This is an optimization exercise on Yosys and OpenROAD, whose aim is small area, a short achievable clock period and few clock cycles per item, not a production implementation.
RTL that was checked went through simulation tests only; none was proved equivalent to the original.

// geofence
module geofence (clk,
                 reset,
                 X,
                 Y,
                 valid,
                 is_inside);
Size in the first run: about 24 I/O pins, ~14,000 µm² of cells after synthesis.
clock: 7.5 ns
lec_check: 0
cap_margin: 20
core_margin: 2
core_utilization: 40
cts_buf_list: sky130_fd_sc_hd__clkbuf_4 sky130_fd_sc_hd__clkbuf_8
setup_slack_margin: 2.5
slew_margin: 20
synth_hierarchical: 1
synth_minimum_keep_size: 0
run.sh (not shown) runs the stock make flow with config.mk's settings and CLKGATE_MAP_FILE= SYNTH_SCRIPT=/design/flow/synth_recipe.tcl, a recipe that flattens the netlist after the stock synthesis.
Testbench counts at the start, summed over its fixed seeds: cycles 28,800, tests 3,200.
==> next run, changes <==
--- a/flow/design.v
+++ b/flow/design.v
@@ -22,22 +22,24 @@
     assign gn = ~g;
     assign pn = ~p;
 endmodule
 module CSEL (input s, input a, input b, output y);
     assign y = s ? a : b;
 endmodule
-module CrossProduct (input [10:0] ax,
-                     input [10:0] ay,
-                     input [10:0] bx,
-                     input [10:0] by,
+module CrossProduct (input ax_sign,
                      input [9:0] nax,
+                     input ay_sign,
+                     input [9:0] ay,
+                     input bx_sign,
+                     input [9:0] bx,
+                     input by_sign,
                      input [9:0] nby,
                      output pos);
-    wire [9:0] na = nax, nb = nby, mc = ay[9:0], md = bx[9:0];
-    wire n1 = ax[10] ^ by[10];    
-    wire n2 = ay[10] ^ bx[10];    
+    wire [9:0] na = nax, nb = nby, mc = ay, md = bx;
+    wire n1 = ax_sign ^ by_sign;    
+    wire n2 = ay_sign ^ bx_sign;    
     wire x, pa, pb;
     assign pa = n1 ? (n2 & ~x) : (n2 | x);
     assign pb = n1 ? (n2 & x) : (n2 | ~x);
     wire p1, q2, p3, q4, p5, q6, p7, q8, p9, q10, p11, q12, p13, q14, p15, q16;
     wire p17, q18, p19, q20, p21, q22, p23, q24, p25, q26, p27, q28, p29, q30, p31, q32;
     wire p33, q34, p35, q36, p37, q38, p39, q40, p41, q42, p43, q44, p45, q46, p47, q48;
@@ -526,18 +528,23 @@
     input [9:0] X;
     input [9:0] Y;
     output valid;
     output is_inside;
     reg [3:0] cnt;
     reg [9:0] px, py;
-    reg [10:0] ux, uy, sx, sy, ex, ey;    
+    reg ux_s, uy_s, sx_s, sy_s, ex_s, ey_s;    
+    reg [9:0] ux_m, uy_n;                      
+    reg [9:0] sx_n, sy_m, ex_n, ey_m;          
     reg ins, vld;
     wire cs, ce;
-    wire [9:0] nsx = ~sx[9:0], nex = ~ex[9:0], nuy = ~uy[9:0];
-    CrossProduct C0 (.ax(sx), .ay(sy), .bx(ux), .by(uy), .nax(nsx), .nby(nuy), .pos(cs));
-    CrossProduct C1 (.ax(ex), .ay(ey), .bx(ux), .by(uy), .nax(nex), .nby(nuy), .pos(ce));
+    CrossProduct C0 (.ax_sign(sx_s), .nax(sx_n), .ay_sign(sy_s), .ay(sy_m),
+                     .bx_sign(ux_s), .bx(ux_m), .by_sign(uy_s), .nby(uy_n),
+                     .pos(cs));
+    CrossProduct C1 (.ax_sign(ex_s), .nax(ex_n), .ay_sign(ey_s), .ay(ey_m),
+                     .bx_sign(ux_s), .bx(ux_m), .by_sign(uy_s), .nby(uy_n),
+                     .pos(ce));
     assign valid = vld;
     assign is_inside = ins;
     always @(posedge clk or posedge reset) begin
         if (reset) begin
             cnt <= 4'd0;
             vld <= 1'b0;
@@ -563,21 +570,27 @@
     wire place = cnt >= 4'd3 && cnt <= 4'd7;
     always @(posedge clk) begin
         if (cnt == 4'd0) begin
             px <= X;
             py <= Y;
         end
-        ux <= {dx[10], mx};
-        uy <= {dy[10], my};
+        ux_s <= dx[10];
+        uy_s <= dy[10];
+        ux_m <= mx;
+        uy_n <= ~my;
         if (cnt == 4'd2 || (place && !cs && !ce)) begin
-            sx <= ux;
-            sy <= uy;
+            sx_s <= ux_s;
+            sy_s <= uy_s;
+            sx_n <= ~ux_m;
+            sy_m <= ~uy_n;
         end
         if (cnt == 4'd2 || (place && cs && ce)) begin
-            ex <= ux;
-            ey <= uy;
+            ex_s <= ux_s;
+            ey_s <= uy_s;
+            ex_n <= ~ux_m;
+            ey_m <= ~uy_n;
         end
         if (cnt == 4'd2)
             ins <= 1'b0;
         else if (place && !cs && ce)
             ins <= 1'b1;
     end
The new run went through all stages and came out clean. Global-route usage is lower by 0.65 points. Die area rises slightly. Cell area falls slightly. Routed wire length rises slightly. Cell count rose slightly. Clock skew hardly moves. Setup slack got worse by 0.27 ns. Fmax goes down by a few percent. Hold slack improved by 0.013 ns. Core utilization shrinks by 0.35 points. Area after synthesis rises slightly.
Only the layout flow was run in the second run of this note; the RTL was not checked for function there.

---

Setup of main:
geofence, a different RTL version from the one above (not shown whole).
For scale: ~24 I/O pins, about 0.014 mm² of cells after synthesis.
export LEC_CHECK = 0
export CAP_MARGIN = 20
export CORE_MARGIN = 2
export CORE_UTILIZATION = 40
export CTS_BUF_LIST = sky130_fd_sc_hd__clkbuf_4 sky130_fd_sc_hd__clkbuf_8
export SETUP_SLACK_MARGIN = 1.5
export SLEW_MARGIN = 20
export SYNTH_HIERARCHICAL = 1
export SYNTH_MINIMUM_KEEP_SIZE = 0
create_clock -name core_clock -period 7.5 [get_ports {clk}]
diff inputs: main => the feature branch
-- flow/design.v --
<<< main, line 23
    assign pn = ~p;
endmodule
module CSELN (input s, input a, input b, output yn);
    assign yn = ~(s ? a : b);
endmodule
module CrossProduct (input [10:0] ax,
>>> the feature branch, line 23
    assign pn = ~p;
endmodule
module CSEL (input s, input a, input b, output y);
    assign y = s ? a : b;
endmodule
module CrossProduct (input [10:0] ax,
<<< main, line 30
                     input [10:0] bx,
                     input [10:0] by,
                     input [9:0] nax,
                     input [9:0] nby,
                     output npos);
    wire [9:0] na = nax, nb = nby, mc = ay[9:0], md = bx[9:0];
    wire n1 = ax[10] ^ by[10];    
    wire n2 = ay[10] ^ bx[10];    
>>> the feature branch, line 30
                     input [10:0] bx,
                     input [10:0] by,
                     output pos);
    wire [9:0] na = ax[9:0], nb = by[9:0], mc = ay[9:0], md = bx[9:0];
    wire n1 = ax[10] ^ by[10];    
    wire n2 = ay[10] ^ bx[10];    
<<< main, line 514
    MGI mG645 (.gh(G641), .ph(P642), .gl(G643), .pl(P644), .g(G645), .p(P646));
    assign x = 1'b1;
    CSELN usel (.s(G645), .a(pa), .b(pb), .yn(npos));
endmodule
module geofence (clk,
>>> the feature branch, line 512
    MGI mG645 (.gh(G641), .ph(P642), .gl(G643), .pl(P644), .g(G645), .p(P646));
    assign x = 1'b1;
    CSEL usel (.s(G645), .a(pa), .b(pb), .y(pos));
endmodule
module geofence (clk,
<<< main, line 530
    reg [3:0] cnt;
    reg [9:0] px, py;
    reg [10:0] ux, sx, sy, ex, ey;        
    reg uys;                              
    reg [9:0] uyn;                        
    wire [10:0] uy = {uys, ~uyn};
    reg ins, vld;
    wire ncs, nce;
    wire cs = ~ncs, ce = ~nce;
    wire [9:0] nsx = ~sx[9:0], nex = ~ex[9:0], nuy = uyn;
    CrossProduct C0 (.ax(sx), .ay(sy), .bx(ux), .by(uy), .nax(nsx), .nby(nuy), .npos(ncs));
    CrossProduct C1 (.ax(ex), .ay(ey), .bx(ux), .by(uy), .nax(nex), .nby(nuy), .npos(nce));
    assign valid = vld;
    assign is_inside = ins;
>>> the feature branch, line 528
    reg [3:0] cnt;
    reg [9:0] px, py;
    reg [10:0] ux, sx, ex;                
    reg [10:0] uy, sy, ey;                
    reg ins, vld;
    wire cs, ce;
    wire [10:0] nsx = {sx[10], ~sx[9:0]}, nex = {ex[10], ~ex[9:0]};
    wire [10:0] psy = {sy[10], ~sy[9:0]}, pey = {ey[10], ~ey[9:0]};
    CrossProduct C0 (.ax(nsx), .ay(psy), .bx(ux), .by(uy), .pos(cs));
    CrossProduct C1 (.ax(nex), .ay(pey), .bx(ux), .by(uy), .pos(ce));
    assign valid = vld;
    assign is_inside = ins;
<<< main, line 572
        end
        ux <= {dx[10], mx};
        uys <= dy[10];
        uyn <= ~my;
        if (cnt == 4'd2 || (place && !cs && !ce)) begin
            sx <= ux;
>>> the feature branch, line 568
        end
        ux <= {dx[10], mx};
        uy <= {dy[10], ~my};
        if (cnt == 4'd2 || (place && !cs && !ce)) begin
            sx <= ux;
==> results.txt <==
Summary of the feature branch over main: final non-filler cell area now sits higher; via count now sits higher. Max freq main -> the feature branch: degraded. As of the feature branch, number of global-route vias before repair had risen slightly compared to main. Going from main to the feature branch, number of buffer and inverter instances along the worst setup path rose 2, number of logic stages on the critical path including buffering rose 2, wire length after detailed routing rose 7.1%, global-route wire length before repair rose about 3%. Diff main..the feature branch | die outline width | negligible. Going from main to the feature branch, synthesized cell count now larger, met1 usage now larger. Changes observed in the feature branch relative to main: setup slack went down 0.16 ns, met1 wire length grew by 1300 µm.
Function was not checked in any run of this note: the RTL went through the layout flow alone.

[static timing again, ports no longer ideal]
The flow's constraints put no driver on any port. The routed layouts listed below were extracted and timed again, unchanged, in two steps. Step 1: set_driving_cell puts a clkbuf_16 on clk and a buf_2 on each other input, an assumption about the parent block. Step 2, shift: input delay + t, output delay - t, t = (earliest + latest rising clock arrival at the registers) / 2. This alone moves slack from input paths to output paths. Slacks: ideal ports / drivers / drivers and shift; pairs: ideal ports / drivers.
| run | t, ns | setup slack, ns | hold WS [ns] | slew at the worst register clock pin (ns) |
|---|---|---|---|---|
| the first run of note 1 | 0.404 | 1.556 / 1.556 / 1.556 | 0.478 / 0.478 / 0.478 | 0.10 / 0.10 |
| the second run of note 1 | 0.418 | 1.287 / 1.287 / 1.287 | 0.491 / 0.491 / 0.491 | 0.10 / 0.10 |
| main | 0.413 | 1.789 / 1.789 / 1.789 | 0.494 / 0.494 / 0.494 | 0.10 / 0.10 |
| the feature branch | 0.399 | 1.626 / 1.626 / 1.626 | 0.492 / 0.492 / 0.492 | 0.10 / 0.10 |
After both steps every run listed still meets setup and hold.
